This is an optimization exercise on Yosys and OpenROAD, whose aim is small area, not a production implementation. Where RTL was checked, it was by simulation tests only, not by an equivalence proof against the original. Function not checked in run 8: the RTL went through the layout flow alone. No activity file was given, so power comes from the tool's default toggle rates.

<file path="flow/config.mk">
export PLATFORM = sky130hd
export DESIGN_NAME = PipelinedProcessor
export DESIGN_NICKNAME = PipelinedProcessor
export VERILOG_FILES = /design/flow/design.v
export SDC_FILE = /design/flow/constraint.sdc
export NUM_CORES = 4
export LEC_CHECK = 0
export CAP_MARGIN = 20
export CORE_MARGIN = 2
export CORE_UTILIZATION = 55
export GPL_TIMING_DRIVEN = 0
export SLEW_MARGIN = 20
</file>
<file path="flow/constraint.sdc">
create_clock -name core_clock -period 5.0 [get_ports {clk}]
set_input_delay 1.0000 -clock core_clock [delete_from_list [all_inputs] [get_ports {clk}]]
set_output_delay 1.0000 -clock core_clock [all_outputs]
set_load 0.01 [all_outputs]
</file>
<file path="flow/design.v">
module PipelinedProcessor(
    input clk, reset,
    input [31:0] instruction_in,  
    input [31:0] data_in,         
    output reg [31:0] data_out,   
    output reg [31:0] address_out  
);
    reg [31:0] register_file[0:15];
    reg [3:0] d_rd;
    reg [3:0] d_rs_lo, d_rs_hi, d_rt_lo, d_rt_hi;
    reg [15:0] d_imm;
    reg d_sub, d_and, d_ld;         
    reg d_wr;                       
    wire [3:0] opcode = instruction_in[31:28];
    always @(posedge clk) begin
        d_rs_lo <= 4'b1 << instruction_in[25:24];
        d_rs_hi <= 4'b1 << instruction_in[27:26];
        d_rt_lo <= 4'b1 << instruction_in[21:20];
        d_rt_hi <= 4'b1 << instruction_in[23:22];
        d_rd <= instruction_in[19:16];
        d_imm <= instruction_in[15:0];
        d_sub <= opcode == 4'b0001;
        d_and <= opcode == 4'b0010;
    end
    always @(posedge clk or posedge reset) begin
        if (reset) begin
            d_wr <= 0;
            d_ld <= 0;
        end else begin
            d_wr <= opcode == 4'b0000 || opcode == 4'b0001 ||
                    opcode == 4'b0010 || opcode == 4'b1000;
            d_ld <= opcode == 4'b1000;
        end
    end
    reg [15:0] sel_a, sel_b;
    integer k;
    always @(*)
        for (k = 0; k < 16; k = k + 1) begin
            sel_a[k] = d_rs_hi[k / 4] & d_rs_lo[k % 4];
            sel_b[k] = d_rt_hi[k / 4] & d_rt_lo[k % 4];
        end
    reg [31:0] a, rb;
    integer i;
    always @(*) begin
        a = 0;
        rb = 0;
        for (i = 0; i < 16; i = i + 1) begin
            a = a | ({32{sel_a[i]}} & register_file[i]);
            rb = rb | ({32{sel_b[i]}} & register_file[i]);
        end
    end
    wire [31:0] b = d_ld ? {16'b0, d_imm} : rb;
    reg [31:0] e_a, e_b;
    reg e_c;
    reg [31:0] w_res;
    reg [3:0] e_rd, m_rd, w_rd;
    reg e_wr, m_wr, w_wr;
    reg e_ld, m_ld, w_ld;
    wire [31:0] res = e_a + e_b + {31'b0, e_c};
    always @(posedge clk) begin
        e_a <= d_and ? (a & b) : a;
        e_b <= d_and ? 32'b0 : d_sub ? ~b : b;
        e_c <= d_sub;
        w_res <= address_out;
        address_out <= e_wr ? res : 32'b0;
        e_rd <= d_rd;
        m_rd <= e_rd;
        w_rd <= m_rd;
    end
    always @(posedge clk or posedge reset) begin
        if (reset) begin
            e_wr <= 0; m_wr <= 0; w_wr <= 0;
            e_ld <= 0; m_ld <= 0; w_ld <= 0;
            data_out <= 0;
        end else begin
            e_wr <= d_wr;
            m_wr <= e_wr;
            w_wr <= m_wr;
            e_ld <= d_ld;
            m_ld <= e_ld;
            w_ld <= m_ld;
            if (m_ld)
                data_out <= data_in;
        end
    end
    always @(posedge clk) begin
        if (w_wr)
            register_file[w_rd] <= w_ld ? data_out : w_res;
    end
endmodule
</file>
<file path="flow/flow/run.sh">
#!/bin/bash
# The standard layout (standard.sh, synthesis included) with these changes to
# how it is made:
#  - before global placement the buffers synthesis inserted are removed
#    (pre_gpl.tcl), so that the resizer buffers those nets itself;
#  - the resizer may swap a cell for one of another footprint
#    (MATCH_CELL_FOOTPRINT=0);
#  - port buffers use the smallest buffer, sky130_fd_sc_hd__buf_1;
#  - clock tree synthesis inserts no dummy loads and builds the tree from
#    clkbuf_8 cells with sink clusters of up to 16 flip-flops.
# The make output goes to standard_make.log; each step's log is under orfs/logs.
set -euo pipefail
here=$(cd "$(dirname "$0")" && pwd)
export PRE_GLOBAL_PLACE_TCL="$here/pre_gpl.tcl"
export BUFFER_PORTS_ARGS="-buffer_cell sky130_fd_sc_hd__buf_1"
export CTS_ARGS="-sink_clustering_enable -repair_clock_nets -dont_use_dummy_load -buf_list sky130_fd_sc_hd__clkbuf_8 -sink_clustering_size 16 -sink_clustering_max_diameter 60"
bash standard.sh MATCH_CELL_FOOTPRINT=0 finish > standard_make.log 2>&1
</file>
<file path="flow/flow/pre_gpl.tcl">
remove_buffers
</file>
<file path="flow/standard.sh">
#!/bin/bash
# synth_recipe.tcl (not shown) runs the flow's synth.tcl, then flattens the netlist and writes it again
# the make line also repeats each setting of config.mk as NAME=value (left out here)
make -C /OpenROAD-flow-scripts/flow DESIGN_CONFIG=/design/flow/config.mk WORK_HOME=/design/flow/orfs CLKGATE_MAP_FILE= SYNTH_SCRIPT=/design/flow/synth_recipe.tcl "${@:-finish}"
</file>
==> impl_metrics.toml, run 1 <==
[timing]
tightestPinTransition_ns = 1.08
hold_viol = 0
clock_skew_ns = 0.0603
worst_slack_ns = 1.74
period_share_pct = 65.3
fin_crit_ns = 3.26
setup_viol = 0
slew_headroom_pct = 28.0
rsz0062_at_grt = "false"
fmax_ghz = 0.306
slew_violations = 0

[synth]
synth_area_um2 = 29300
yosys.cell_count.top_type = "edfxtp_1"
synth-async-reset-ratio_pct = 5.47
seq_area_frac_synth_pct = 68.2
yosysUniqueCellTypes = 60
ys_warn_count = 1
synth_seq_cells = 731
synth-edff-count = 512
synth_top_family_by_area = "compound AO/OA/AOI/OAI gates"
synth_top_area_share_pct = 52.5
synthSimpleGateAreaFrac_pct = 5.92
avgSynthCellArea_um2 = 14.3
synthMuxAreaShare_pct = 2.91
synthAdderAreaFrac_pct = 1.45
synth_compound_area_share_pct = 17.8
ys.flop_type = "edfxtp_1"
synthXorXnorAreaFrac_pct = 1.44
synth_area_leaders = "edfxtp_1 (53%), dfxtp_1 (12%), a22oi_1 (6.9%), a221oi_1 (3.7%), a22o_1 (3.6%)"
synth_cells = 2049
syn-num-nets = 2147
synth_common_cells = "edfxtp_1 (512), a22oi_1 (268), dfxtp_1 (179), a221oi_1 (123), a22o_1 (122)"
yosys.area.top_type = "edfxtp_1"

[routing]
first_pass_iters = 7
first_iter_violations = 4029
wl_mm = 103
route.detailed.drc = 0
via_per_inst = 7.54
vias = 21200
routedWlPerCell_um = 36.5
drtAntennaViolNets = 0

[floorplan]
dieWidth_um = 235
coreArea_um2 = 52600
rows = 84
start_util_pct = 55.7
die_area_um2 = 55100
boundaryPins = 130
die_y_um = 235

[global_routing]
grt_max_degree = 38
met1_usage_pct = 51.2
track_usage_pct = 36.6
use_met3_pct = 13.2
grt_use_met2_pct = 52.0
grt_antenna_before_repair = 3
top_usage_layer = "met2"
grt_pass1_vias = 20700
grt_pass1_wl_mm = 145
grt_overflow_total = 0

[flow_run]
max-cap-violations = 0

[cts]
clock_sinks = 731
htree_levels = 2
cts_root_buffer = "clkbuf_8"
clkLatencyLatePin_ns = 0.74
cts_made_buffers = 54
post_cts_resized = 0
clk_pin_slew_ns = 0.10
cts_tree = "built"
cts_setup_buffers = 0
hold_buffers = 0
cts_buffer_depth = 3

[final_layout]
fin_area_um2 = 31800
area_growth_syn_to_layout_pct = 8.72
stdcell_count = 2819
final_util_pct = 60.6
finalNetCount = 2228
drive_above_1_share_pct = 11.3

[setup_path]
path_class = "reg2reg"
end_kind = "register"
critPathRequiredTime_ns = 5.58
arrival_ns = 3.84
worstReg2RegStart = "e_a[0]"
path_max_fanout = 4
r2r_end = "address_out[28]"
r2r_cells = 12
cp-start-kind = "register"
r2r_slack_ns = 1.74

[power_and_ir_drop]
p_per_area_nw_per_um2 = 365
ir_drop_uv = 285
p_leak_nw = 10.5
total_power_mw = 11.6

[placed_design]
dpl-instance-area_um2 = 31100
pre_cts_ws_ns = 1.82
dpl.hpwl_mm = 57.7
gp_congestion = 0.894
io_buffers = 129
place_inst = 2762

[min_path]
hp-class = "in2async"

[outcome]
status = "no timing/DRC/antenna violations"
==> placed cells by master (no fill, tap or decap), drive strengths merged, types with 23 or more instances in the layout <==
cell    synthesis  final
mux2           72     72
nand2          23     23
clkbuf        107     54
nor2           83     83
a22oi         268    268
a22o          122    122
edfxtp        512    512
nand3          54     54
buf            48    180
and2           41     41
nand4          45     45
o22a           29     29
xnor2          38     38
a221oi        124    124
dfxtp         179    179
dfrtp          40     40
ha             30     30
a21oi          28     28
==> logic make-up (layout without fill, tap and decap cells) <==
group	after synthesis	count (layout)
compound gates	659	659
xor+xnor	48	48
fa+ha+maj	33	33
buf+inv	174	253
flops	731	731
mux	76	76
other cells	0	3
simple gates	328	328
==> flip-flops by register name, indices dropped and copies added, names as in the netlist, 4 cells and up <==
signal and count:
d_rs_lo 4, d_rd 4, d_rt_lo 4, w_res 32, e_b 32, m_rd 4, d_imm 16, e_a 32
address_out 32, e_rd 4, w_rd 4, register_file 512, d_rs_hi 4, d_rt_hi 4, data_out 32
==> through the flow <==
stage,setup TNS [ns],hold slack [ns]
final,0,0.162
after CTS,0,0.128
after detailed placement,0,0.312
after global placement,-314.03,0.310
after global routing,0,0.144
after floorplan,0,0.310
==> final cells by class <==
cell class                 count  area (um^2)
sequential                   731        20000
fill                        4075        20700
clock buffer                  54          743
timing repair buffer         180         1350
inverter                      19         71.3
multi-input combinational   1144         8830
antenna                        3         7.51
tap                          688          861
==> worst max-delay path by stage <==
stage,start,end,cells past startpoint
after global placement,w_wr,register_file[0][6],2
after global routing,e_b[0],address_out[28],12
after detailed placement,e_a[0],address_out[28],12
after floorplan,w_wr,register_file[0][0],2
after CTS,e_a[0],address_out[28],12
final,e_a[0],address_out[28],12
==> layer usage <==
| layer | up-vias | routed length [um] |
|---|---|---|
| li1 | 8378 | - |
| met3 | 403 | 16200 |
| met1 | 10400 | 39200 |
| met5 | - | 0 |
| met4 | 0 | 4900 |
| met2 | 2028 | 42600 |
==> critical path: stages (launching register included) <==
cell and delay [ns]:
dfxtp_1 0.32, inv_1 0.06, fa_1 0.54, inv_1 0.11, fa_1 0.21, a21oi_1 0.11, o21bai_1 0.21, nand4_1 0.29
a211oi_1 0.48, nor3_1 0.13, o22ai_1 0.35, mux2i_1 0.24, a31oi_1 0.09
==> power breakdown <==
part           switching [mW]  internal, mW
registers               0.208          6.94
clock network            1.88         0.964
logic                    1.06         0.575
==> run 2, diff against run 1 <==
--- a/flow/design.v
+++ b/flow/design.v
@@ -50,19 +50,26 @@
         end
     end
     wire [31:0] b = d_ld ? {16'b0, d_imm} : rb;
-    reg [31:0] e_a, e_b;
+    localparam K = 12;
+    localparam H = 32 - K;
+    wire [K-1:0] b_lo = d_sub ? ~b[K-1:0] : b[K-1:0];
+    wire [K:0] sum_lo = {1'b0, a[K-1:0]} + {1'b0, b_lo} + {{K{1'b0}}, d_sub};
+    wire [K-1:0] res_lo = d_and ? (a[K-1:0] & b[K-1:0]) : sum_lo[K-1:0];
+    reg [K-1:0] e_lo;
+    reg [H-1:0] e_ahi, e_bhi;
     reg e_c;
     reg [31:0] w_res;
     reg [3:0] e_rd, m_rd, w_rd;
     reg e_wr, m_wr, w_wr;
     reg e_ld, m_ld, w_ld;
-    wire [31:0] res = e_a + e_b + {31'b0, e_c};
+    wire [H-1:0] res_hi = e_ahi + e_bhi + {{(H-1){1'b0}}, e_c};
     always @(posedge clk) begin
-        e_a <= d_and ? (a & b) : a;
-        e_b <= d_and ? 32'b0 : d_sub ? ~b : b;
-        e_c <= d_sub;
+        e_lo <= res_lo;
+        e_c <= sum_lo[K] & ~d_and;
+        e_ahi <= d_and ? (a[31:K] & b[31:K]) : a[31:K];
+        e_bhi <= d_and ? {H{1'b0}} : d_sub ? ~b[31:K] : b[31:K];
         w_res <= address_out;
-        address_out <= e_wr ? res : 32'b0;
+        address_out <= e_wr ? {res_hi, e_lo} : 32'b0;
         e_rd <= d_rd;
         m_rd <= e_rd;
         w_rd <= m_rd;
--- a/flow/config.mk
+++ b/flow/config.mk
@@ -9,4 +9,5 @@
 export CORE_MARGIN = 2
 export CORE_UTILIZATION = 55
 export GPL_TIMING_DRIVEN = 0
+export SETUP_SLACK_MARGIN = 0.4
 export SLEW_MARGIN = 20
==> impl_metrics.toml, run 2 <==
[setup_path]
cp_cell_sequence = "and2_4 -> buf_16 -> buf_16 -> a22o_1 -> a221oi_1 -> nand4_1 -> mux2_2 -> xor2_1 -> ha_1 -> nor2b_1 -> o21ai_0 -> a21boi_0 -> o21ai_1 -> a21boi_1 -> o21ai_2 -> a21oi_1 -> o21a_1 -> o31a_1"
slowest_stage = "dfxtp_2"
r2r_end = "e_c"
r2r_slack_ns = 0.55
end_kind = "register"
worstReg2RegStart = "d_rt_hi[3]"
crit_top_cell = "buf_16"
r2r_cells = 18
critPathMaxStageDelay_ns = 0.43
path_max_fanout = 14
arrival_ns = 5.02
cp-start-kind = "register"
critPathRequiredTime_ns = 5.57
path_class = "reg2reg"

[cts]
clk_pin_slew_ns = 0.09
cts_tree = "built"
cts_root_buffer = "clkbuf_8"
htree_levels = 2
cts_buffer_depth = 3
clock_sinks = 719
cts_made_buffers = 53
clkLatencyLatePin_ns = 0.73

[min_path]
hp-class = "in2async"

[timing]
worst_slack_ns = 0.549
slew_headroom_pct = 22.6
setup_viol = 0
clock_skew_ns = 0.0730
slew_violations = 0
hold_viol = 0
final.setup.tns_ns = 0
tightestPinTransition_ns = 1.15
period_share_pct = 89.0
fmax_ghz = 0.225
rsz0062_at_grt = "false"
hold_slack_ns = 0.183
fin_crit_ns = 4.45

[synth]
synth-edff-count = 512
syn-num-nets = 2064
avgSynthCellArea_um2 = 14.6
synth_area_um2 = 28700
seq_area_frac_synth_pct = 68.7
synth_top_area_share_pct = 53.5
yosys.area.top_type = "edfxtp_1"
synth_area_leaders = "edfxtp_1 (54%), dfxtp_1 (12%), a22oi_1 (5.4%), a22o_1 (4.7%), a221oi_1 (4.5%)"
ys.flop_type = "edfxtp_1"
yosysUniqueCellTypes = 64
synth_common_cells = "edfxtp_1 (512), a22oi_1 (207), dfxtp_1 (167), a22o_1 (155), a221oi_1 (146)"
synth-async-reset-ratio_pct = 5.56
yosys.cell_count.top_type = "edfxtp_1"
synth_seq_cells = 719
synth_cells = 1966
ys_warn_count = 1

[routing]
first_iter_violations = 3533
first_pass_iters = 7
wl_mm = 104
vias = 20900
via_per_inst = 7.49
route.detailed.drc = 0
drtAntennaViolNets = 0
routedWlPerCell_um = 37.2

[global_routing]
grt_antenna_before_repair = 3
grt_overflow_total = 0
use_met3_pct = 9.39
grt_use_met2_pct = 53.0
grt_max_degree = 53
grt_pass1_vias = 20000
met1_usage_pct = 52.8
top_usage_layer = "met2"
grt_pass1_wl_mm = 140
track_usage_pct = 36.8

[floorplan]
rows = 83
boundaryPins = 130
dieWidth_um = 232
coreArea_um2 = 51500
die_area_um2 = 54000
die_y_um = 232
start_util_pct = 55.7

[final_layout]
regMostFlops = "register_file"
stdcell_count = 2792
drive_above_1_share_pct = 13.1
largest_reg_flops = 512
layout_common_cells = "edfxtp_1 (512), a22oi_1 (207), dfxtp_1 (157), a22o_1 (155), a221oi_1 (146)"
final_common_cell = "edfxtp_1"
area_growth_syn_to_layout_pct = 10.8
finalNetCount = 2208

[placed_design]
place_inst = 2712
gp_congestion = 0.876
dpl.hpwl_mm = 59.1
pre_cts_ws_ns = 0.137
io_buffers = 129

[flow_run]
max-cap-violations = 0

[outcome]
status = "no timing/DRC/antenna violations"

[power_and_ir_drop]
p_leak_nw = 10.6
total_power_mw = 11.4
p_per_area_nw_per_um2 = 358
ir_drop_uv = 229
==> run 2: changes by cell type after synthesis, sizes merged, moves of 9 or more <==
cell / before / now
a22oi: 268 / 207
a22o: 122 / 155
a221oi: 124 / 146
nor2: 83 / 64
buf: 48 / 30
o22a: 29 / 15
and2: 41 / 54
clkbuf: 107 / 95
dfxtp: 179 / 167
nand3: 54 / 42
xnor2: 38 / 29
==> run 2: what timing repair did <==
item	4_1_cts	5_1_grt
setup buffers	0	11
cloned	0	12
hold buffers	0	0
pin swaps	0	11
hold endpoints to repair	0	0
setup endpoints to repair	3	3
gates resized for setup	3	14
==> run 2: how the worst max path moves through the flow <==
stage	slack, ns	cells past startpoint	startpoint	end
after global placement	-2.37	2	w_wr	register_file[12][8]
after detailed placement	0.14	17	d_rt_hi[0]	e_c
final	0.55	18	d_rt_hi[3]	e_c
after global routing	0.43	18	d_rt_hi[3]	e_c
after floorplan	1.35	17	d_rt_hi[2]	e_c
after CTS	0.42	17	d_rt_hi[1]	e_c
==> run 2: cells by family after synthesis <==
kind of cell | after synthesis | share of synthesized area, %
flops | 719 | 68.7
compound gates | 636 | 17.7
simple gates | 309 | 5.88
buf+inv | 152 | 2.01
mux | 72 | 2.82
xor+xnor | 45 | 1.37
fa+ha+maj | 33 | 1.51
==> run 2: layout make-up <==
class | instances | area (um^2)
multi-input combinational | 1107 | 8700
sequential | 719 | 19700
inverter | 27 | 101
fill | 3890 | 19700
clock buffer | 53 | 729
antenna | 4 | 10.0
tap | 680 | 851
timing repair buffer | 202 | 1670
==> run 2: routing by layer <==
metal  share of wire (%)  vias to the layer above
met2                  42                     2039
met4                 4.8                        0
li1                    -                     8285
met5                   0                        -
met1                  38                    10200
met3                  15                      399
==> run 2: worst max-delay path, delay by kind of cell (launching register included) <==
family | cells | cell delay [ns]
xor gates and xnor gates | 1 | 0.15
AOI/OAI and AO/OA | 10 | 2.07
muxes | 1 | 0.33
buffers and inverters | 2 | 0.36
adders and majority gates | 1 | 0.37
DFF | 1 | 0.43
and+or+nand+nor | 3 | 0.62
==> run 2: stage by stage <==
step	utilization, %	area [um^2]
3_5_place_dp	59.9	30900
3_3_place_gp	57.4	29600
4_1_cts	61.3	31600
2_1_floorplan	-	28700
6_report	61.7	31800
5_1_grt	61.7	31800
==> run 2: power breakdown <==
group	switching, mW	internal [mW]	leakage, nW
logic	1.04	0.558	3.59
clock network	1.80	0.947	0.381
registers	0.190	6.84	6.59
==> run 3, diff against run 2 <==
--- a/flow/config.mk
+++ b/flow/config.mk
@@ -9,5 +9,5 @@
 export CORE_MARGIN = 2
 export CORE_UTILIZATION = 55
 export GPL_TIMING_DRIVEN = 0
-export SETUP_SLACK_MARGIN = 0.4
+export SETUP_SLACK_MARGIN = 0.15
 export SLEW_MARGIN = 20
==> impl_metrics.toml, run 3 <==
[power_and_ir_drop]
p_leak_nw = 10.4
ir_drop_uv = 228
p_per_area_nw_per_um2 = 359

[timing]
clock_skew_ns = 0.0775
tightestPinTransition_ns = 1.13
slew_headroom_pct = 24.3
worst_slack_ns = 0.422
setup_viol = 0
hold_viol = 0
hold_slack_ns = 0.186
fin_crit_ns = 4.58
rsz0062_at_grt = "false"
fmax_ghz = 0.218
slew_violations = 0
period_share_pct = 91.6

[floorplan]
die_area_um2 = 54000
rows = 83
start_util_pct = 55.7
dieWidth_um = 232
die_y_um = 232
coreArea_um2 = 51500
boundaryPins = 130

[flow_run]
max-cap-violations = 0

[global_routing]
grt_antenna_before_repair = 3
grt_overflow_total = 0
track_usage_pct = 36.7
grt_pass1_wl_mm = 140
grt_max_degree = 53
grt_pass1_vias = 20000

[synth]
synth_area_leaders = "edfxtp_1 (54%), dfxtp_1 (12%), a22oi_1 (5.4%), a22o_1 (4.7%), a221oi_1 (4.5%)"
synth_area_um2 = 28700
synth_seq_cells = 719
ys.flop_type = "edfxtp_1"
avgSynthCellArea_um2 = 14.6
syn-num-nets = 2064
synth-async-reset-ratio_pct = 5.56
synth_cells = 1966
ys_warn_count = 1
synth_common_cells = "edfxtp_1 (512), a22oi_1 (207), dfxtp_1 (167), a22o_1 (155), a221oi_1 (146)"
seq_area_frac_synth_pct = 68.7
yosys.cell_count.top_type = "edfxtp_1"
yosys.area.top_type = "edfxtp_1"
yosysUniqueCellTypes = 64
synth_top_area_share_pct = 53.5
synth-edff-count = 512

[routing]
route.detailed.drc = 0
wl_mm = 99.9
routed.top_layer = "met4"
drtAntennaViolNets = 0
routedWlPerCell_um = 36.1
vias = 20600
first_iter_violations = 3255
wl_met1_mm = 39.6
first_pass_iters = 8
via_per_inst = 7.46
wl_met2_mm = 41.8
wl_met3_mm = 13.7

[setup_path]
crit_top_cell = "a21boi_0"
arrival_ns = 5.15
cp-start-kind = "register"
end_kind = "register"
slowest_stage = "and2_2"
cp_cell_sequence = "and2_2 -> buf_12 -> a22o_1 -> a221oi_1 -> nand4_1 -> mux2_2 -> xor2_1 -> ha_1 -> nor2b_1 -> o21ai_0 -> a21boi_0 -> o21ai_1 -> a21boi_0 -> o21ai_2 -> a21oi_1 -> o21a_1 -> o31a_1"
critPathRequiredTime_ns = 5.57
path_class = "reg2reg"
critPathMaxStageDelay_ns = 0.43
path_max_fanout = 18

[final_layout]
final_common_cell = "edfxtp_1"
fin_area_um2 = 31600
regArea_um2 = 19700
largest_reg_flops = 512
layout_common_cells = "edfxtp_1 (512), a22oi_1 (207), dfxtp_1 (165), a22o_1 (155), a221oi_1 (146)"
regMostFlops = "register_file"
n_fill_cell = 3901
finalNetCount = 2185
drive_above_1_share_pct = 11.8
area_growth_syn_to_layout_pct = 10.1
multi_input_area_um2 = 8600
final_util_pct = 61.4

[min_path]
hp-class = "in2async"

[placed_design]
gp_congestion = 0.876
pre_cts_ws_ns = 0.137
dpl.hpwl_mm = 59.1
io_buffers = 129
dpl-instance-area_um2 = 30900

[cts]
clk_pin_slew_ns = 0.09
clkLatencyLatePin_ns = 0.74
cts_made_buffers = 53
clock_sinks = 719
cts_tree = "built"
hold_buffers = 0
cts_buffer_depth = 3
cts_setup_buffers = 0
htree_levels = 2
cts_root_buffer = "clkbuf_8"

[outcome]
status = "no timing/DRC/antenna violations"
[run 3: cell count changes in the layout (fill, tap and decap cells not counted), sizes merged]
cell / previous run / this run
and2: 66 / 54
diode: 4 / 2
buf: 202 / 191
[run 3: what timing repair did]
| action | in CTS | in global routing |
|---|---|---|
| endpoints found under the setup margin | 1 | 2 |
| cloned | 0 | 0 |
| resized for setup | 1 | 3 |
[run 3: area by class of cell]
| cell class | instances | share of cell area (%) |
|---|---|---|
| tap | 680 | 2.69 |
| antenna | 2 | 0.0158 |
| timing repair buffer | 191 | 5.03 |
| inverter | 27 | 0.321 |
| sequential | 719 | 62.4 |
| clock buffer | 53 | 2.31 |
| multi-input combinational | 1095 | 27.2 |
[run 3: path summary, 6_finish.rpt]
| kind | slack [ns] | endpoint | start | cells past startpoint |
|---|---|---|---|---|
| max | 0.42 | e_c | d_rt_hi[0] | 17 |
| min in group core_clock | 0.34 | m_rd[2] | e_rd[2] | 0 |
| max in group asynchronous | 4.37 | d_ld | reset | 3 |
| max reg2reg | 0.42 | e_c | d_rt_hi[0] | 17 |
| min | 0.19 | data_out[0] | reset | 2 |
| min reg2reg | 0.34 | m_rd[2] | e_rd[2] | 0 |
[run 3: cells by family (layout without fill, tap and decap cells)]
family	count (synthesis)	after routing	share of synthesized area [%]
fa+ha+maj	33	33	1.51
compound gates	636	636	17.7
flops	719	719	68.7
simple gates	309	309	5.88
buf+inv	152	271	2.01
mux	72	72	2.82
other cells	0	2	0
xor+xnor	45	45	1.37
[run 3: report_power, final]
part	internal [mW]	switching, mW
sequential	6.84	0.178
combinational	0.553	1.03
clock	0.947	1.80
[run 3: metal layers]
| layer | vias to the layer above | GRT usage [%] |
|---|---|---|
| met5 | - | 0 |
| met3 | 399 | 9.22 |
| met2 | 1907 | 52.9 |
| met1 | 10100 | 53.0 |
| li1 | 8223 | - |
| met4 | 0 | 15.9 |
[run 3: critical path, delay by kind of cell (launching register included)]
kind,cells,cell delay (ns)
compound gates,10,2.15
simple gates,3,0.77
flops,1,0.42
fa+ha+maj,1,0.37
mux,1,0.33
buf+inv,1,0.26
xor+xnor,1,0.15
[run 3: metrics by stage]
stage               TNS, ns  power, mW  cells
floorplan                 0       8.05   1966
global placement    -307.84       8.62   2650
detailed placement        0       8.69   2712
CTS                       0       11.3   2765
global route              0       11.7   2766
finish                    0       11.4   2767
==> run 4, diff against run 3 <==
--- a/flow/config.mk
+++ b/flow/config.mk
@@ -8,6 +8,6 @@
 export CAP_MARGIN = 20
 export CORE_MARGIN = 2
 export CORE_UTILIZATION = 55
-export GPL_TIMING_DRIVEN = 0
+export GPL_TIMING_DRIVEN = 1
 export SETUP_SLACK_MARGIN = 0.15
 export SLEW_MARGIN = 20
==> impl_metrics.toml, run 4 <==
[floorplan]
rows = 83
boundaryPins = 130
die_area_um2 = 54000
start_util_pct = 55.7
coreArea_um2 = 51500
die_y_um = 232
dieWidth_um = 232

[timing]
clock_skew_ns = 0.0453
setup_viol = 0
slew_violations = 0
slew_headroom_pct = 20.0
fin_crit_ns = 4.55
hold_viol = 0
rsz0062_at_grt = "false"
tightestPinTransition_ns = 1.20
fmax_ghz = 0.220
final.setup.tns_ns = 0
period_share_pct = 91.0

[routing]
routedWlPerCell_um = 36.3
first_iter_violations = 3922
via_per_inst = 7.41
route.detailed.drc = 0
first_pass_iters = 9
vias = 20700
wl_mm = 101
drtAntennaViolNets = 0

[synth]
synthXorXnorAreaFrac_pct = 1.37
synth_common_cells = "edfxtp_1 (512), a22oi_1 (207), dfxtp_1 (167), a22o_1 (155), a221oi_1 (146)"
synth_cells = 1966
synthAdderAreaFrac_pct = 1.51
synth_top_family_by_area = "compound AO/OA/AOI/OAI gates"
seq_area_frac_synth_pct = 68.7
synth_top_area_share_pct = 53.5
synth_area_leaders = "edfxtp_1 (54%), dfxtp_1 (12%), a22oi_1 (5.4%), a22o_1 (4.7%), a221oi_1 (4.5%)"
synth_seq_cells = 719
synth-async-reset-ratio_pct = 5.56
synth-edff-count = 512
ys.flop_type = "edfxtp_1"
syn-num-nets = 2064
yosys.area.top_type = "edfxtp_1"
synth_compound_area_share_pct = 17.7
synth_area_um2 = 28700
yosys.cell_count.top_type = "edfxtp_1"
avgSynthCellArea_um2 = 14.6
yosysUniqueCellTypes = 64
synthMuxAreaShare_pct = 2.82
synthSimpleGateAreaFrac_pct = 5.88
ys_warn_count = 1

[setup_path]
cp_cell_sequence = "and2_1 -> buf_4 -> a221oi_1 -> nand3_1 -> o31ai_1 -> xnor2_1 -> ha_1 -> a21boi_0 -> o21ai_0 -> a21boi_0 -> o21ai_0 -> a21oi_1 -> o21a_1 -> o31a_1"
cp-start-kind = "register"
critPathRequiredTime_ns = 5.56
path_buf_inv = 1
path_class = "reg2reg"
path_delay_family = "compound AO/OA/AOI/OAI gates"
end_kind = "register"
path_max_fanout = 13
critPathMaxStageDelay_ns = 0.73
slowest_stage = "o31ai_1"
arrival_ns = 5.11

[final_layout]
area_growth_syn_to_layout_pct = 8.37
finalNetCount = 2209
final_util_pct = 60.4
final_common_cell = "edfxtp_1"
drive_above_1_share_pct = 11.1
n_fill_cell = 3993
regMostFlops = "register_file"
stdcell_count = 2793
layout_common_cells = "edfxtp_1 (512), a22oi_1 (207), dfxtp_1 (165), a22o_1 (155), a221oi_1 (146)"
largest_reg_flops = 512

[power_and_ir_drop]
p_per_area_nw_per_um2 = 366
comb_power_share_pct = 13.8
switching_share_pct = 26.5
ir_drop_uv = 284
p_leak_nw = 10.4
seqPwrFrac_pct = 61.7
p_int_mw = 8.37
switchingPower_mw = 3.02
clkPwrFrac_pct = 24.5

[cts]
clock_sinks = 719
htree_levels = 2
cts_root_buffer = "clkbuf_8"
hold_buffers = 0
clk_pin_slew_ns = 0.09
clkLatencyLatePin_ns = 0.71
cts_tree = "built"
cts_buffer_depth = 3
cts_made_buffers = 55
cts_setup_buffers = 0
post_cts_resized = 0

[global_routing]
grt_pass1_vias = 19900
grt_antenna_before_repair = 2
grt_overflow_total = 0
grt_max_degree = 41
grt_pass1_wl_mm = 143
track_usage_pct = 37.4

[placed_design]
dpl.hpwl_mm = 63.2
gp_congestion = 0.972
place_inst = 2733
io_buffers = 129

[min_path]
hp-class = "reg2reg"

[flow_run]
max-cap-violations = 0

[outcome]
status = "no timing/DRC/antenna violations"
## run 4: worst paths after layout
kind	startpoint	endpoint	slack, ns	cells past startpoint
min	m_rd[1]	w_rd[1]	0.33	0
max in group asynchronous	reset	d_ld	3.95	2
min reg2reg	m_rd[1]	w_rd[1]	0.33	0
min in group asynchronous	reset	data_out[6]	0.45	2
max reg2reg	d_rt_lo[0]	e_c	0.45	14
max	d_rt_lo[0]	e_c	0.45	14
## run 4: power by group through the flow
| stage | registers [mW] | clock network (mW) | logic (mW) |
|---|---|---|---|
| 4_1_cts | 7.02 | 2.82 | 1.54 |
| 3_5_place_dp | 7.16 | 0 | 1.53 |
| 5_1_grt | 7.05 | 3.02 | 1.70 |
| 3_3_place_gp | 7.15 | 0 | 1.51 |
| 6_report | 7.02 | 2.78 | 1.57 |
| 2_1_floorplan | 7.12 | 0 | 0.922 |
## run 4: cell type report
class / count / area (um^2) / share of cell area [%]
repair buffers: 213 / 1150 / 3.69
inverters: 27 / 101 / 0.326
diodes: 4 / 10.0 / 0.0322
flip-flops and latches: 719 / 19700 / 63.4
clock buffers: 55 / 757 / 2.43
well taps: 680 / 851 / 2.73
multi-input cells: 1095 / 8530 / 27.4
## run 4: cell families (layout without fill, tap and decap cells)
| family | after synthesis | in the layout |
|---|---|---|
| AO/OA/AOI/OAI | 636 | 636 |
| XOR/XNOR | 45 | 45 |
| AND/OR/NAND/NOR | 309 | 309 |
| flip-flops | 719 | 719 |
| other | 0 | 4 |
| multiplexers | 72 | 72 |
| adder cells (fa/ha/maj) | 33 | 33 |
| buffers and inverters | 152 | 295 |
## run 4: per-layer routing
layer  wire, um  vias to the layer above  track usage, %
met5          0                        -               0
met4       5750                        0            17.1
met3      14700                      482            9.82
met2      43300                     2006            55.5
met1      37600                     9928            51.9
li1           -                     8274               -
## run 4: per-stage QoR
stage	setup slack (ns)	instance area (um^2)	hold WS (ns)	power [mW]
floorplan	1.35	28700	0.310	8.05
global placement	0.748	30300	0.310	8.66
detailed placement	0.585	30300	0.312	8.69
CTS	0.546	31100	0.335	11.4
global route	0.240	31100	0.336	11.8
finish	0.449	31100	0.333	11.4
==> run 5, diff against run 4 <==
--- a/flow/config.mk
+++ b/flow/config.mk
@@ -9,5 +9,6 @@
 export CORE_MARGIN = 2
 export CORE_UTILIZATION = 55
 export GPL_TIMING_DRIVEN = 1
+export PLACE_DENSITY = 0.75
 export SETUP_SLACK_MARGIN = 0.15
 export SLEW_MARGIN = 20
==> impl_metrics.toml, run 5 <==
[outcome]
status = "no timing/DRC/antenna violations"

[setup_path]
end_kind = "register"
arrival_ns = 5.05
path_delay_family = "compound AO/OA/AOI/OAI gates"
path_buf_inv = 0
cp-start-kind = "register"
path_max_fanout = 9
slowest_stage = "o21ai_0"
path_class = "reg2reg"
cp_cell_sequence = "and2_1 -> a22o_1 -> a221oi_1 -> nand4_1 -> mux2_2 -> xor2_1 -> ha_1 -> nor2b_1 -> o21ai_0 -> a21boi_0 -> o21ai_0 -> a21boi_0 -> o21ai_0 -> a21oi_1 -> o21a_1 -> o31a_1"
critPathRequiredTime_ns = 5.60
critPathMaxStageDelay_ns = 0.40
crit_top_cell = "o21ai_0"

[floorplan]
die_y_um = 232
coreArea_um2 = 51500
start_util_pct = 55.7
dieWidth_um = 232
die_area_um2 = 54000
boundaryPins = 130
rows = 83

[min_path]
hp-class = "reg2reg"

[synth]
synth_cells = 1966
synth_common_cells = "edfxtp_1 (512), a22oi_1 (207), dfxtp_1 (167), a22o_1 (155), a221oi_1 (146)"
synth_area_leaders = "edfxtp_1 (54%), dfxtp_1 (12%), a22oi_1 (5.4%), a22o_1 (4.7%), a221oi_1 (4.5%)"
synth-async-reset-ratio_pct = 5.56
ys_warn_count = 1
synth_area_um2 = 28700
avgSynthCellArea_um2 = 14.6
ys.flop_type = "edfxtp_1"
yosys.area.top_type = "edfxtp_1"
syn-num-nets = 2064
synth_top_area_share_pct = 53.5
synth_seq_cells = 719
yosysUniqueCellTypes = 64
yosys.cell_count.top_type = "edfxtp_1"
synth-edff-count = 512
seq_area_frac_synth_pct = 68.7

[placed_design]
gp_congestion = 1.01
place_inst = 2717
dpl.hpwl_mm = 55.1
io_buffers = 129

[global_routing]
grt_pass1_wl_mm = 135
track_usage_pct = 34.6
grt_antenna_before_repair = 1
grt_overflow_total = 0
grt_pass1_vias = 20300
grt_max_degree = 41

[routing]
drtAntennaViolNets = 0
wl_mm = 93.8
routedWlPerCell_um = 33.9
first_pass_iters = 6
first_iter_violations = 3938
route.detailed.drc = 0
via_per_inst = 7.49
vias = 20800

[final_layout]
finalNetCount = 2190
layout_common_cells = "edfxtp_1 (512), a22oi_1 (207), dfxtp_1 (165), a22o_1 (155), a221oi_1 (146)"
final_common_cell = "edfxtp_1"
multi_input_area_um2 = 8530
stdcell_count = 2771
n_fill_cell = 3893
largest_reg_flops = 512
regMostFlops = "register_file"
area_growth_syn_to_layout_pct = 7.70
drive_above_1_share_pct = 10.4
regArea_um2 = 19700

[power_and_ir_drop]
p_per_area_nw_per_um2 = 363
p_leak_nw = 10.3
ir_drop_uv = 173

[flow_run]
max-cap-violations = 0

[cts]
cts_tree = "built"
clk_pin_slew_ns = 0.10
cts_made_buffers = 53
htree_levels = 2
cts_root_buffer = "clkbuf_8"
cts_setup_buffers = 0
clock_sinks = 719
clkLatencyLatePin_ns = 0.71
cts_buffer_depth = 3
hold_buffers = 0
post_cts_resized = 0

[timing]
rsz0062_at_grt = "false"
slew_headroom_pct = 22.6
tightestPinTransition_ns = 1.16
setup_viol = 0
clock_skew_ns = 0.0762
final.setup.tns_ns = 0
fmax_ghz = 0.225
period_share_pct = 88.9
hold_viol = 0
slew_violations = 0
fin_crit_ns = 4.45
[run 5: changes by cell type in the layout (fill, tap and decap cells not counted), sizes merged]
cell	delta
buf	-17
clkbuf	-2
diode	-3
[run 5: final timing paths]
kind	from	endpoint	slack (ns)	depth (start not counted)
max	d_rt_hi[1]	e_c	0.55	16
min	address_out[2]	w_res[2]	0.31	0
max reg2reg	d_rt_hi[1]	e_c	0.55	16
min reg2reg	address_out[2]	w_res[2]	0.31	0
max in group asynchronous	reset	w_ld	4.05	3
min in group asynchronous	reset	e_wr	0.42	3
[run 5: through the flow]
stage / setup slack (ns) / util [%] / hold WS, ns / power (mW) / instance area, um^2
floorplan: 1.35 / - / 0.310 / 8.05 / 28700
detailed placement: 0.831 / 58.6 / 0.314 / 8.61 / 30200
global placement: 0.940 / 58.6 / 0.315 / 8.56 / 30200
CTS: 0.797 / 60.0 / 0.311 / 11.2 / 30900
finish: 0.555 / 60.0 / 0.309 / 11.2 / 30900
global route: 0.334 / 60.0 / 0.304 / 11.6 / 30900
[run 5: cell type report]
| type | instances | share of cell area (%) |
|---|---|---|
| Tap cell | 680 | 2.75 |
| Clock buffer | 53 | 2.36 |
| Timing Repair Buffer | 196 | 3.19 |
| Multi-Input combinational cell | 1095 | 27.6 |
| Inverter | 27 | 0.328 |
| Antenna cell | 1 | 0.00809 |
| Sequential cell | 719 | 63.8 |
[run 5: worst register-to-register path, delay by kind of cell, from the launching register on]
family,cells,cell delay [ns]
simple gates,3,0.78
flops,1,0.39
compound gates,10,2.30
fa+ha+maj,1,0.37
mux,1,0.35
xor+xnor,1,0.15
[run 5: metal layers]
metal	global-route usage, %	up-vias	part of all wire (%)
met4	18.1	0	6.8
li1	-	8227	-
met3	9.18	537	14
met5	0	-	0
met1	45.9	9965	36
met2	52.6	2037	44
[run 5: report_power, final]
group	total, mW	switching, mW	internal (mW)
clock network	2.70	1.76	0.947
registers	7.01	0.169	6.84
logic	1.50	0.963	0.538
[run 5: kinds of logic (layout without fill, tap and decap cells)]
family / Yosys count / in the layout / share of synthesized area (%)
flip-flops: 719 / 719 / 68.7
adder cells (fa/ha/maj): 33 / 33 / 1.51
multiplexers: 72 / 72 / 2.82
AO/OA/AOI/OAI: 636 / 636 / 17.7
AND/OR/NAND/NOR: 309 / 309 / 5.88
other: 0 / 1 / 0
XOR/XNOR: 45 / 45 / 1.37
buffers and inverters: 152 / 276 / 2.01
==> run 6, diff against run 5 <==
--- a/flow/config.mk
+++ b/flow/config.mk
@@ -7,8 +7,7 @@
 export LEC_CHECK = 0
 export CAP_MARGIN = 20
 export CORE_MARGIN = 2
-export CORE_UTILIZATION = 55
+export CORE_UTILIZATION = 65
 export GPL_TIMING_DRIVEN = 1
-export PLACE_DENSITY = 0.75
 export SETUP_SLACK_MARGIN = 0.15
 export SLEW_MARGIN = 20
==> impl_metrics.toml, run 6 <==
[global_routing]
met1_usage_pct = 57.1
grt_pass1_wl_mm = 137
grt_antenna_before_repair = 1
top_usage_layer = "met2"
use_met3_pct = 11.6
grt_use_met2_pct = 60.6
grt_pass1_vias = 20200
grt_max_degree = 41
track_usage_pct = 41.5
grt_overflow_total = 0

[final_layout]
multi_input_area_um2 = 8530
drive_above_1_share_pct = 11.0
fin_area_um2 = 30900
area_growth_syn_to_layout_pct = 7.72
n_fill_cell = 3035
final_common_cell = "edfxtp_1"
layout_common_cells = "edfxtp_1 (512), a22oi_1 (207), dfxtp_1 (165), a22o_1 (155), a221oi_1 (146)"
largest_reg_flops = 512
regMostFlops = "register_file"
finalNetCount = 2204
regArea_um2 = 19700

[setup_path]
cp-start-kind = "register"
critPathRequiredTime_ns = 5.58
arrival_ns = 5.21
worstReg2RegStart = "d_rt_hi[2]"
r2r_cells = 15
path_max_fanout = 11
r2r_end = "e_c"
end_kind = "register"
r2r_slack_ns = 0.37
path_class = "reg2reg"

[cts]
clkLatencyLatePin_ns = 0.72
hold_buffers = 0
clk_pin_slew_ns = 0.10
post_cts_resized = 0
cts_root_buffer = "clkbuf_8"
clock_sinks = 719
cts_tree = "built"
cts_buffer_depth = 3
cts_setup_buffers = 0
htree_levels = 2
cts_made_buffers = 53

[synth]
avgSynthCellArea_um2 = 14.6
synth_top_area_share_pct = 53.5
ys.flop_type = "edfxtp_1"
synth_area_um2 = 28700
synth-async-reset-ratio_pct = 5.56
syn-num-nets = 2064
yosys.cell_count.top_type = "edfxtp_1"
synth_common_cells = "edfxtp_1 (512), a22oi_1 (207), dfxtp_1 (167), a22o_1 (155), a221oi_1 (146)"
synth_seq_cells = 719
synth_cells = 1966
synth_area_leaders = "edfxtp_1 (54%), dfxtp_1 (12%), a22oi_1 (5.4%), a22o_1 (4.7%), a221oi_1 (4.5%)"
yosys.area.top_type = "edfxtp_1"
synth-edff-count = 512
yosysUniqueCellTypes = 64
ys_warn_count = 1
seq_area_frac_synth_pct = 68.7

[min_path]
holdPathEnd = "w_rd[1]"
holdPathStages = 0
hp-class = "reg2reg"
min-delay-start = "m_rd[1]"

[floorplan]
start_util_pct = 65.4
die_y_um = 214
coreArea_um2 = 43900
rows = 77
dieWidth_um = 214
boundaryPins = 130
die_area_um2 = 45900

[routing]
via_per_inst = 7.77
first_pass_iters = 11
vias = 21000
first_iter_violations = 4205
wl_mm = 95.9
drtAntennaViolNets = 0
routedWlPerCell_um = 35.6
route.detailed.drc = 0

[timing]
final.setup.tns_ns = 0
hold_viol = 0
fin_crit_ns = 4.63
clock_skew_ns = 0.0508
fmax_ghz = 0.216
tightestPinTransition_ns = 1.16
slew_headroom_pct = 22.3
slew_violations = 0
worst_slack_ns = 0.366
setup_viol = 0
hold_slack_ns = 0.333
period_share_pct = 92.7
rsz0062_at_grt = "false"

[power_and_ir_drop]
p_per_area_nw_per_um2 = 364
p_leak_nw = 10.3
ir_drop_uv = 281

[flow_run]
max-cap-violations = 0

[placed_design]
gp_congestion = 0.978
dpl-instance-area_um2 = 30200
dpl.hpwl_mm = 59.2
pre_cts_ws_ns = 0.715
io_buffers = 129

[outcome]
status = "no timing/DRC/antenna violations"
==> run 6: changes by cell type in the layout (fill, tap and decap cells not counted) <==
cell,previous run,this run
buf_4,67,80
dfrtp_1,37,39
and2_1,53,52
dfrtp_2,3,1
buf_12,0,1
and2_2,0,1
==> run 6: layout make-up <==
type                    count  area share (%)
repair buffers            210            3.57
clock buffers              53            2.36
flip-flops and latches    719            63.8
inverters                  27           0.328
well taps                 592            2.39
diodes                      1         0.00809
multi-input cells        1095            27.6
==> run 6: power breakdown <==
part	internal, mW	switching [mW]
Clock	0.946	1.74
Combinational	0.540	1.02
Sequential	6.84	0.184
Total	8.33	2.94
==> run 6: metal layers <==
layer	part of all wire, %	routed length (um)
met5	0	0
met3	16	15000
met4	6.7	6450
met2	42	40400
met1	36	34100
==> run 6: metrics by stage <==
| stage | instances | power (mW) | utilization [%] |
|---|---|---|---|
| floorplan | 1966 | 8.05 | - |
| global placement | 2642 | 8.61 | 68.7 |
| detailed placement | 2643 | 8.66 | 68.7 |
| CTS | 2696 | 11.2 | 70.4 |
| global route | 2696 | 11.6 | 70.4 |
| finish | 2697 | 11.3 | 70.4 |
==> run 6: logic make-up (layout without fill, tap and decap cells) <==
kind of cell	after synthesis	count (layout)	share of synthesized area, %
adders and majority gates	33	33	1.51
other	0	1	0
buffers and inverters	152	290	2.01
AOI/OAI and AO/OA	636	636	17.7
and+or+nand+nor	309	309	5.88
xor gates and xnor gates	45	45	1.37
muxes	72	72	2.82
DFF	719	719	68.7
==> run 6: worst max-delay path by stage <==
stage,start,end,slack (ns),cells after the start
3_3_place_gp,d_rt_hi[2],e_c,0.80,15
6_report,d_rt_hi[2],e_c,0.37,15
5_1_grt,d_rt_hi[2],e_lo[10],0.35,17
4_1_cts,d_rt_hi[2],e_c,0.66,15
3_5_place_dp,d_rt_hi[2],e_c,0.71,15
2_1_floorplan,d_rt_hi[2],e_c,1.35,17
==> run 6: critical path, cell delays in order (launching register included) <==
cell,delay [ns]
dfxtp_1,0.39
and2_1,0.39
buf_4,0.32
a22o_1,0.26
a221oi_1,0.24
nand3_1,0.11
o31ai_1,0.56
xnor2_1,0.15
ha_1,0.36
a21boi_0,0.15
o21ai_0,0.25
a21boi_0,0.18
o21ai_0,0.50
a21oi_1,0.19
o21a_1,0.22
o31a_1,0.24
==> run 7, diff against run 6 <==
--- a/flow/design.v
+++ b/flow/design.v
@@ -15,10 +15,10 @@
     always @(posedge clk) begin
         d_rs_lo <= 4'b1 << instruction_in[25:24];
         d_rs_hi <= 4'b1 << instruction_in[27:26];
-        d_rt_lo <= 4'b1 << instruction_in[21:20];
+        d_rt_lo <= opcode == 4'b1000 ? 4'b0 : 4'b1 << instruction_in[21:20];
         d_rt_hi <= 4'b1 << instruction_in[23:22];
         d_rd <= instruction_in[19:16];
-        d_imm <= instruction_in[15:0];
+        d_imm <= opcode == 4'b1000 ? instruction_in[15:0] : 16'b0;
         d_sub <= opcode == 4'b0001;
         d_and <= opcode == 4'b0010;
     end
@@ -49,7 +49,7 @@
             rb = rb | ({32{sel_b[i]}} & register_file[i]);
         end
     end
-    wire [31:0] b = d_ld ? {16'b0, d_imm} : rb;
+    wire [31:0] b = rb | {16'b0, d_imm};
     localparam K = 12;
     localparam H = 32 - K;
     wire [K-1:0] b_lo = d_sub ? ~b[K-1:0] : b[K-1:0];
--- a/flow/config.mk
+++ b/flow/config.mk
@@ -7,7 +7,8 @@
 export LEC_CHECK = 0
 export CAP_MARGIN = 20
 export CORE_MARGIN = 2
-export CORE_UTILIZATION = 65
+export CORE_UTILIZATION = 55
 export GPL_TIMING_DRIVEN = 1
+export PLACE_DENSITY = 0.75
 export SETUP_SLACK_MARGIN = 0.15
 export SLEW_MARGIN = 20
==> impl_metrics.toml, run 7 <==
[cts]
cts_made_buffers = 54
htree_levels = 2
cts_setup_buffers = 0
cts_tree = "built"
post_cts_resized = 0
clk_pin_slew_ns = 0.10
cts_buffer_depth = 3
clock_sinks = 719
cts_root_buffer = "clkbuf_8"
hold_buffers = 0
clkLatencyLatePin_ns = 0.72

[global_routing]
met1_usage_pct = 47.0
grt_antenna_before_repair = 1
track_usage_pct = 35.3
grt_max_degree = 41
grt_pass1_wl_mm = 137
grt_use_met2_pct = 53.6
grt_overflow_total = 0
top_usage_layer = "met2"
use_met3_pct = 8.83
grt_pass1_vias = 20300

[setup_path]
slowest_stage = "dfxtp_1"
r2r_slack_ns = 0.72
end_kind = "register"
r2r_cells = 18
critPathMaxStageDelay_ns = 0.60
crit_top_cell = "o21ai_0"
path_class = "reg2reg"
arrival_ns = 4.84
path_max_fanout = 30
critPathRequiredTime_ns = 5.56
r2r_end = "e_lo[10]"
cp_cell_sequence = "and2_1 -> buf_4 -> a22oi_1 -> nand3_1 -> nor2_1 -> nand2_1 -> xnor2_1 -> ha_1 -> nor2b_1 -> o21ai_0 -> a21boi_0 -> o21ai_0 -> a21boi_0 -> o21ai_0 -> a21oi_1 -> a21oi_1 -> xor2_1 -> o21ai_0"
worstReg2RegStart = "d_rt_hi[0]"
cp-start-kind = "register"

[power_and_ir_drop]
total_power_mw = 11.2
p_leak_nw = 10.4
ir_drop_uv = 192
seqPwrFrac_pct = 62.3
p_per_area_nw_per_um2 = 365
clkPwrFrac_pct = 24.5
switchingPower_mw = 2.91
comb_power_share_pct = 13.1
p_int_mw = 8.34
switching_share_pct = 25.8

[synth]
synthSimpleGateAreaFrac_pct = 6.50
synth_cells = 1963
synth_top_family_by_area = "compound AO/OA/AOI/OAI gates"
synth_top_area_share_pct = 53.8
synthAdderAreaFrac_pct = 1.51
synth_area_um2 = 28600
synth_seq_cells = 719
seq_area_frac_synth_pct = 68.9
synth_common_cells = "edfxtp_1 (512), a22oi_1 (246), dfxtp_1 (167), a22o_1 (118), a221oi_1 (113)"
synthMuxAreaShare_pct = 2.60
avgSynthCellArea_um2 = 14.6
yosysUniqueCellTypes = 65
syn-num-nets = 2061
synth-async-reset-ratio_pct = 5.56
synthXorXnorAreaFrac_pct = 1.68
synth-edff-count = 512
yosys.area.top_type = "edfxtp_1"
ys_warn_count = 1
ys.flop_type = "edfxtp_1"
yosys.cell_count.top_type = "edfxtp_1"
synth_area_leaders = "edfxtp_1 (54%), dfxtp_1 (12%), a22oi_1 (6.5%), a22o_1 (3.6%), dfrtp_1 (3.5%)"
synth_compound_area_share_pct = 16.9

[placed_design]
dpl-instance-area_um2 = 30100
dpl.hpwl_mm = 53.7
io_buffers = 129
place_inst = 2711
gp_congestion = 1.04

[timing]
final.setup.tns_ns = 0
period_share_pct = 85.5
setup_viol = 0
slew_headroom_pct = 24.2
slew_violations = 0
fin_crit_ns = 4.28
rsz0062_at_grt = "false"
tightestPinTransition_ns = 1.14
hold_viol = 0
fmax_ghz = 0.234
clock_skew_ns = 0.0856

[floorplan]
coreArea_um2 = 51400
die_area_um2 = 53800
boundaryPins = 130
die_y_um = 232
rows = 83
dieWidth_um = 232
start_util_pct = 55.6

[final_layout]
largest_reg_flops = 512
n_fill_cell = 3820
regMostFlops = "register_file"
regArea_um2 = 19700
stdcell_count = 2766
n_antenna_cell = 0
drive_above_1_share_pct = 10.3
final_common_cell = "edfxtp_1"
fin_area_um2 = 30800
layout_common_cells = "edfxtp_1 (512), a22oi_1 (246), dfxtp_1 (166), buf_1 (129), a22o_1 (118)"
multi_input_area_um2 = 8480
area_growth_syn_to_layout_pct = 7.82
finalNetCount = 2186

[routing]
first_pass_iters = 9
via_per_inst = 7.44
wl_mm = 95.3
first_iter_violations = 4340
drtAntennaViolNets = 0
route.detailed.drc = 0
routedWlPerCell_um = 34.5
vias = 20600

[outcome]
status = "no timing/DRC/antenna violations"

[min_path]
hp-class = "reg2reg"
holdPathEnd = "e_rd[0]"
holdPathStages = 0
min-delay-start = "d_rd[0]"

[flow_run]
max-cap-violations = 0
run 7: changes by cell type after synthesis, moves of 14 or more:
| cell | delta |
|---|---|
| a222oi_1 | +19 |
| nand3_1 | +21 |
| nor2_1 | +19 |
| and2_1 | +37 |
| a22o_1 | -37 |
| a221oi_1 | -33 |
| a22oi_1 | +39 |
| and2_0 | -14 |
run 7: power groups by stage:
stage	clock network [mW]	logic, mW	registers (mW)
floorplan	0	0.911	7.12
global placement	0	1.40	7.13
detailed placement	0	1.44	7.14
CTS	2.77	1.45	7.01
global route	2.97	1.59	7.04
finish	2.76	1.47	7.01
run 7: final cells by class:
class,instances,share of cell area (%)
Clock buffer,54,2.41
Inverter,16,0.199
Multi-Input combinational cell,1106,27.5
Sequential cell,719,64.0
Tap cell,680,2.76
Timing Repair Buffer,191,3.19
run 7: critical path: cells and delay by family (launching register included):
family                   cells  cell delay (ns)
adder cells (fa/ha/maj)      1             0.37
XOR/XNOR                     2             0.23
AO/OA/AOI/OAI                9             1.76
flip-flops                   1             0.60
buffers and inverters        1             0.52
AND/OR/NAND/NOR              5             0.67
run 7: cells by family after synthesis:
logic type | Yosys count
adders and majority gates | 33
DFF | 719
muxes | 66
AOI/OAI and AO/OA | 606
xor gates and xnor gates | 55
and+or+nand+nor | 346
buffers and inverters | 138
run 7: how the worst max path moves through the flow:
| stage | cells past startpoint | from | to |
|---|---|---|---|
| after floorplan | 19 | d_rt_hi[2] | e_c |
| after global placement | 17 | d_rt_hi[0] | e_c |
| after detailed placement | 17 | d_rt_hi[0] | e_c |
| after CTS | 17 | d_rt_hi[0] | e_c |
| after global routing | 17 | d_rt_hi[0] | e_c |
| final | 18 | d_rt_hi[0] | e_lo[10] |
run 7: metrics by stage:
stage / util [%] / setup WS, ns / hold WS (ns)
5_1_grt: 60.0 / 0.457 / 0.333
4_1_cts: 59.9 / 0.835 / 0.334
3_5_place_dp: 58.5 / 0.885 / 0.312
2_1_floorplan: - / 1.38 / 0.310
6_report: 60.0 / 0.724 / 0.332
3_3_place_gp: 58.5 / 0.871 / 0.314
run 7: metal layers:
| layer | up-vias | part of all wire (%) |
|---|---|---|
| met4 | 0 | 6.6 |
| met3 | 531 | 15 |
| met2 | 2053 | 44 |
| met1 | 9837 | 35 |
| met5 | - | 0 |
| li1 | 8150 | - |
==> run 8, diff against run 7 <==
--- a/flow/design.v
+++ b/flow/design.v
@@ -15,10 +15,10 @@
     always @(posedge clk) begin
         d_rs_lo <= 4'b1 << instruction_in[25:24];
         d_rs_hi <= 4'b1 << instruction_in[27:26];
-        d_rt_lo <= opcode == 4'b1000 ? 4'b0 : 4'b1 << instruction_in[21:20];
+        d_rt_lo <= 4'b1 << instruction_in[21:20];
         d_rt_hi <= 4'b1 << instruction_in[23:22];
         d_rd <= instruction_in[19:16];
-        d_imm <= opcode == 4'b1000 ? instruction_in[15:0] : 16'b0;
+        d_imm <= instruction_in[15:0];
         d_sub <= opcode == 4'b0001;
         d_and <= opcode == 4'b0010;
     end
@@ -49,8 +49,8 @@
             rb = rb | ({32{sel_b[i]}} & register_file[i]);
         end
     end
-    wire [31:0] b = rb | {16'b0, d_imm};
-    localparam K = 12;
+    wire [31:0] b = d_ld ? {16'b0, d_imm} : rb;
+    localparam K = 8;
     localparam H = 32 - K;
     wire [K-1:0] b_lo = d_sub ? ~b[K-1:0] : b[K-1:0];
     wire [K:0] sum_lo = {1'b0, a[K-1:0]} + {1'b0, b_lo} + {{K{1'b0}}, d_sub};
==> flow/flow/run.sh (replaced) <==
#!/bin/bash
# The standard layout (standard.sh) with three changes to how it is made:
#  - port buffers use the smallest buffer, sky130_fd_sc_hd__buf_1;
#  - clock tree synthesis inserts no dummy loads and builds the tree from
#    clkbuf_8 cells with larger sink clusters.
# Everything else, synthesis included, is the standard flow.
set -euo pipefail
export BUFFER_PORTS_ARGS="-buffer_cell sky130_fd_sc_hd__buf_1"
export CTS_ARGS="-sink_clustering_enable -repair_clock_nets -dont_use_dummy_load -buf_list sky130_fd_sc_hd__clkbuf_8 -sink_clustering_size 16 -sink_clustering_max_diameter 60"
bash standard.sh > standard_make.log 2>&1
==> flow/config.mk (replaced) <==
export PLATFORM = sky130hd
export DESIGN_NAME = PipelinedProcessor
export DESIGN_NICKNAME = PipelinedProcessor
export VERILOG_FILES = /design/flow/design.v
export SDC_FILE = /design/flow/constraint.sdc
export NUM_CORES = 4
export LEC_CHECK = 0
export CAP_MARGIN = 0
export CORE_MARGIN = 2
export CORE_UTILIZATION = 65
export GPL_TIMING_DRIVEN = 0
export SETUP_SLACK_MARGIN = 0.15
export SLEW_MARGIN = 0
removed: flow/flow/pre_gpl.tcl
==> impl_metrics.toml, run 8 <==
[outcome]
status = "failed layout checks"
failed_checks = "capacitance limit, slew limit, setup timing"

[setup_path]
critPathMaxStageDelay_ns = 1.11
cp_cell_sequence = "and2_0 -> clkbuf_1 -> clkbuf_1 -> a221oi_1 -> nand4_1 -> ha_1 -> and3_2 -> a211o_1 -> o21a_1 -> o311ai_1"
r2r_cells = 10
worstReg2RegStart = "d_rs_hi[0]"
critPathRequiredTime_ns = 5.59
crit_top_cell = "clkbuf_1"
path_class = "reg2reg"
cp-start-kind = "register"
path_max_fanout = 10
slowest_stage = "clkbuf_1"
arrival_ns = 5.64
crit_path_start = "d_rs_hi[0]"
end_kind = "register"

[final_layout]
area_growth_syn_to_layout_pct = 9.20
regMostFlops = "register_file"
finalNetCount = 2331
fin_area_um2 = 31800
final_common_cell = "edfxtp_1"
stdcell_count = 2828
layout_common_cells = "edfxtp_1 (512), a22oi_1 (219), dfxtp_1 (171), buf_1 (149), a22o_1 (141)"
drive_above_1_share_pct = 9.86
largest_reg_flops = 512

[synth]
synth_area_um2 = 29100
synth_cells = 2020
synth-edff-count = 512
yosysUniqueCellTypes = 73
synth_seq_cells = 723
seq_area_frac_synth_pct = 68.0
yosys.area.top_type = "edfxtp_1"
avgSynthCellArea_um2 = 14.4
synth_area_leaders = "edfxtp_1 (53%), dfxtp_1 (12%), a22oi_1 (5.7%), a22o_1 (4.2%), a221oi_1 (4.2%)"
yosys.cell_count.top_type = "edfxtp_1"
ys_warn_count = 1
syn-num-nets = 2118
synth-async-reset-ratio_pct = 5.53
synth_common_cells = "edfxtp_1 (512), a22oi_1 (219), dfxtp_1 (171), a22o_1 (141), a221oi_1 (139)"
ys.flop_type = "edfxtp_1"
synth_top_area_share_pct = 52.8

[floorplan]
rows = 77
coreArea_um2 = 44200
dieWidth_um = 216
die_area_um2 = 46500
start_util_pct = 65.8
boundaryPins = 130
die_y_um = 216

[routing]
via_per_inst = 8.06
first_pass_iters = 12
drtAntennaViolNets = 0
vias = 22800
wl_mm = 112
first_iter_violations = 5656
routedWlPerCell_um = 39.7
route.detailed.drc = 0

[timing]
hold_viol = 0
period_share_pct = 101
worst_slack_ns = -0.0471
setup_viol = 3
slew_violations = 100
rsz0062_at_grt = "false"
fin_crit_ns = 5.05
clock_skew_ns = 0.0904
slew_headroom_pct = -15.6
fmax_ghz = 0.198
tightestPinTransition_ns = 1.73

[cts]
cts_tree = "built"
cts_made_buffers = 52
cts_buffer_depth = 3
cts_root_buffer = "clkbuf_8"
clk_pin_slew_ns = 0.10
hold_buffers = 0
clkLatencyLatePin_ns = 0.77
cts_setup_buffers = 0
htree_levels = 2
clock_sinks = 723

[flow_run]
max-cap-violations = 9

[placed_design]
dpl-instance-area_um2 = 31000
io_buffers = 129
dpl.hpwl_mm = 73.4
pre_cts_ws_ns = -0.150
place_inst = 2774
gp_congestion = 1.03

[min_path]
hp-class = "in2reg"
holdPathStages = 1
min-delay-start = "instruction_in[18]"

[power_and_ir_drop]
switchingPower_mw = 3.10
seqPwrFrac_pct = 61.2
p_leak_nw = 10.7
p_per_area_nw_per_um2 = 361
comb_power_share_pct = 14.8
switching_share_pct = 27.0
clkPwrFrac_pct = 24.0
ir_drop_uv = 326
p_int_mw = 8.37

[global_routing]
grt_overflow_total = 0
track_usage_pct = 48.1
grt_max_degree = 41
grt_pass1_wl_mm = 154
grt_pass1_vias = 21200
grt_antenna_before_repair = 8
## run 8: cell types whose count changed in the layout (fill, tap and decap cells not counted), sizes merged, moves of 17 or more
cell / change
a22o: +24
nor2: -29
clkbuf: +102
o21ai: +31
a221oi: +26
nand3: +17
a22oi: -27
and2: -19
xnor2: -19
or3: +18
## run 8: per-stage QoR
step	hold slack, ns	power, mW	setup TNS, ns	util (%)
5_1_grt	0.334	11.7	0	71.8
3_3_place_gp	0.310	8.68	-227.34	68.6
2_1_floorplan	0.310	8.10	0	-
4_1_cts	0.333	11.3	0	71.8
6_report	0.329	11.5	-0.0802	71.9
3_5_place_dp	0.312	8.75	-0.374	70.2
## run 8: worst max-delay path: cells and delay by family, from the launching register on
family | cells | cell delay [ns]
fa+ha+maj | 1 | 0.32
flops | 1 | 0.47
compound gates | 4 | 1.09
simple gates | 3 | 1.07
buf+inv | 2 | 1.95
## run 8: area by class of cell
| type | count | area, um^2 |
|---|---|---|
| Clock buffer | 52 | 716 |
| Buffer | 128 | 529 |
| Sequential cell | 723 | 19800 |
| Tap cell | 592 | 741 |
| Timing Repair Buffer | 162 | 1080 |
| Multi-Input combinational cell | 1149 | 8830 |
| Inverter | 17 | 63.8 |
| Fill cell | 2956 | 12400 |
| Antenna cell | 5 | 12.5 |
## run 8: power by group through the flow
stage                     Clock, mW  Sequential [mW]  Combinational (mW)
after CTS                      2.70             7.02                1.60
final                          2.76             7.02                1.69
after detailed placement          0             7.15                1.59
after global placement            0             7.14                1.54
after floorplan                   0             7.15               0.943
after global routing           2.89             7.05                1.77
## run 8: layer usage
layer | GRT usage (%) | share of wire (%) | vias to the layer above
met1 | 58.6 | 32 | 10600
li1 | - | - | 8608
met2 | 65.2 | 39 | 2789
met5 | 0.938 | 0.19 | -
met3 | 28.1 | 20 | 828
met4 | 30.1 | 8.5 | 18
## run 8: kinds of logic after synthesis
kind of cell | after synthesis | synth area share (%)
adders and majority gates | 33 | 1.49
xor gates and xnor gates | 32 | 0.963
buffers and inverters | 148 | 1.97
AOI/OAI and AO/OA | 668 | 17.9
and+or+nand+nor | 338 | 6.61
muxes | 78 | 3.00
DFF | 723 | 68.0
## run 8: path summary, 6_finish.rpt
| path | slack, ns | end |
|---|---|---|
| max | -0.05 | e_lo[7] |
| min | 0.33 | d_rd[2] |
| max reg2reg | -0.05 | e_lo[7] |
| min reg2reg | 0.33 | w_rd[0] |
| max in group asynchronous | 3.98 | data_out[21] |
| min in group asynchronous | 0.45 | data_out[7] |
## run 8: timing repair
item / CTS / global route
setup endpoints to repair: 4 / 4
hold endpoints to repair: 0 / 0
gates resized for setup: 10 / 37

separate check: timing with driven ports:
In the flow no input, the clock included, has a driving cell. The finished layouts below were timed again as built, in two steps. Step 1 assumes that a clkbuf_16 drives the clock port and a buf_2 every other input. Step 2, shift: input delay + t, output delay - t, t = (earliest + latest rising clock arrival at the registers) / 2. This alone moves slack from input paths to output paths. Slacks: ideal ports / drivers / drivers and shift; pairs: ideal ports / drivers.
run	shift t [ns]	setup WS [ns]	worst setup path after step 2
run 1	0.773	1.737 / 1.737 / 1.737	register to register
run 2	0.760	0.549 / 0.549 / 0.549	register to register
run 3	0.764	0.422 / 0.422 / 0.422	register to register
run 4	0.740	0.449 / 0.449 / 0.449	register to register
run 5	0.728	0.555 / 0.555 / 0.555	register to register
run 6	0.748	0.366 / 0.366 / 0.366	register to register
run 7	0.741	0.724 / 0.724 / 0.724	register to register
run 8	0.784	-0.047 / -0.047 / -0.047	register to register
